This is an optimization exercise on Yosys and OpenROAD, whose aim is small area, not a production implementation.
Only simulation tests tie the RTL to the original design; equivalence was not proved.
Power and IR drop assume default switching activity.

Design dlc_top, start of the top module:
module dlc_top(clk, reset_n, M0_req, M0_wr, M0_address, M0_dout, M0_grant, F_interrupt, D_interrupt, M_din);
Size: about 7800 cells after synthesis, about 79 I/O pins, roughly 140000 um^2 of cells after synthesis.
export LEC_CHECK = 0
export CAP_MARGIN = 20
export CORE_MARGIN = 2
export CORE_UTILIZATION = 45
export PLACE_DENSITY = 0.6
export SLEW_MARGIN = 20
export SYNTH_HIERARCHICAL = 1
create_clock -name core_clock -period 20.0 [get_ports {clk}]
standard.sh (not shown) runs the stock make flow with config.mk's settings and CLKGATE_MAP_FILE= SYNTH_SCRIPT=/design/flow/synth_recipe.tcl, a recipe that flattens the netlist after the stock synthesis.
==> flow/flow/run.sh <==
#!/bin/bash
# Standard layout (the standard.sh: unchanged synthesis script and steps) with two changes:
# - port buffers are buf_1 cells (every input and output still gets its own buffer);
# - clock tree synthesis uses clkbuf_8 buffers, sink clusters of at most 16 flops within
#   60 um, and no dummy loads.
# Each step's full log stays in orfs/logs/; make's own output goes to standard.log.
set -euo pipefail
export BUFFER_PORTS_ARGS="-buffer_cell sky130_fd_sc_hd__buf_1"
export CTS_ARGS="-sink_clustering_enable -repair_clock_nets -dont_use_dummy_load -buf_list sky130_fd_sc_hd__clkbuf_8 -sink_clustering_size 16 -sink_clustering_max_diameter 60"
bash standard.sh > standard.log 2>&1
The starting point completed without violations.
Rerun with:
--- a/flow/design.v
+++ b/flow/design.v
@@ -397,30 +397,18 @@
 				else if (m_op_done & f_mgt2) begin fac <= mtp_result; fmul <= fmul_dec; f_fod <= 1'b0; end
 				else if (f_lt3) f_fod <= 1'b1;
 				else f_fod <= 1'b0;
 			end
 			default: begin fac <= 64'd0; fmul <= 6'd0; f_fod <= 1'b0; end
 		endcase
 	end
 	wire f_mw = (fstate == F_MW1) | (fstate == F_MW2);
 	wire [4:0] r_total = {r2_count, 1'b0} + {4'd0, r1_ahead} - {4'd0, r1_behind};
-	reg [31:0] f_rd;
-	always @(*) begin
-		if (f_rsel && off == 4'h3 && !f_mw) f_rd = n_dout;
-		else if (fstate == F_MW1) f_rd = r1_rdata;
-		else if (fstate == F_MW2) f_rd = r2_popped ? r2_rdata : 32'd0;
-		else if (f_rsel && off == 4'h5) f_rd = {28'd0, n_count};
-		else if (f_rsel && off == 4'h6) f_rd = {28'd0, n_empty, n_full, n_rerr, n_werr};
-		else if (f_rsel && off == 4'h7) f_rd = {27'd0, r_total};
-		else if (f_rsel && off == 4'h8) f_rd = {28'd0, r2_empty, r2_full, r2_rerr, r2_werr};
-		else if (f_rsel && off == 4'h9) f_rd = {31'd0, f_done};
-		else f_rd = 32'd0;
-	end
 	wire [31:0] memrd;
 	wire [63:0] msel;
 	wire [2047:0] mem_flat;
 	genvar mi;
 	generate for (mi = 0; mi < 64; mi = mi + 1) begin : gm
 		assign mem_flat[32*mi +: 32] = mem[mi];
 	end endgenerate
 	dlc_onehot #(.N(6)) u_mdec(.a(maddr), .y(msel));
 	dlc_andor #(.K(64), .W(32)) u_mrd(.d(mem_flat), .s(msel), .y(memrd));
@@ -437,11 +425,27 @@
 		d_rsel & (off == 4'h8) & v_mode,
 		d_rsel & (off == 4'h9),
 		sel1,
 		(sel2 | sel3) & ~S_wr};
 	wire [319:0] rq_src = {rq, d_ien_r, d_src_r, d_dst_r, d_dsz, d_size_r, d_mode_r,
 		{31'd0, d_done_q}, S_din, memrd};
 	wire [31:0] rq_next;
 	dlc_andor #(.K(10), .W(32)) u_rqmux(.d(rq_src), .s(rq_sel), .y(rq_next));
 	always @(posedge clk) rq <= rq_next;
-	assign M_din = sel1_q ? f_rd : (selr_q ? rq : 32'd0);
+	wire [7:0] f_sel = {
+		f_rsel & (off == 4'h3) & ~f_mw & n_popped,
+		fstate == F_MW1,
+		(fstate == F_MW2) & r2_popped,
+		f_rsel & (off == 4'h5) & ~f_mw,
+		f_rsel & (off == 4'h6) & ~f_mw,
+		f_rsel & (off == 4'h7) & ~f_mw,
+		f_rsel & (off == 4'h8) & ~f_mw,
+		f_rsel & (off == 4'h9) & ~f_mw};
+	wire [3:0] m_hsel = {sel1_q & f_sel[7], sel1_q & f_sel[6], sel1_q & f_sel[5], selr_q};
+	dlc_andor #(.K(4), .W(27)) u_dhi(.d({n_rdata[31:5], r1_rdata[31:5], r2_rdata[31:5], rq[31:5]}),
+		.s(m_hsel), .y(M_din[31:5]));
+	wire [8:0] m_lsel = {sel1_q & f_sel[7], sel1_q & f_sel[6], sel1_q & f_sel[5], sel1_q & f_sel[4],
+		sel1_q & f_sel[3], sel1_q & f_sel[2], sel1_q & f_sel[1], sel1_q & f_sel[0], selr_q};
+	dlc_andor #(.K(9), .W(5)) u_dlo(.d({n_rdata[4:0], r1_rdata[4:0], r2_rdata[4:0], {1'b0, n_count},
+		{1'b0, n_empty, n_full, n_rerr, n_werr}, r_total, {1'b0, r2_empty, r2_full, r2_rerr, r2_werr},
+		{4'd0, f_done}, rq[4:0]}), .s(m_lsel), .y(M_din[4:0]));
 endmodule
Utilization barely changes.
Clock power hardly moves.
Sequential share of layout area rises by 0.48 points.
First-iteration DRC count falls by 1.3%.
Cell count falls by 1.8%.
Die area falls by 0.63%.
Wire length barely changes.

what the ideal ports hide:
The results above use ideal ports. As a check the final layouts listed here were re-extracted and re-timed, cells and wires unchanged.
Step 1 assumes that a clkbuf_16 drives the clock port and a buf_2 every other input.
Step 2 also shifts input and output timing later by t, the mid clock arrival at the registers, as if the neighbouring blocks saw the same clock.
Slacks: ideal ports / drivers / drivers and shift; pairs: ideal ports / drivers.
| run | t (ns) | setup slack, ns | pins driven straight from the clock port |
|---|---|---|---|
| the first run | 1.131 | 4.464 / 4.464 / 4.464 | 1 |
| the second run | 1.123 | 4.232 / 4.232 / 4.232 | 1 |
After both steps every run listed still meets setup and hold.
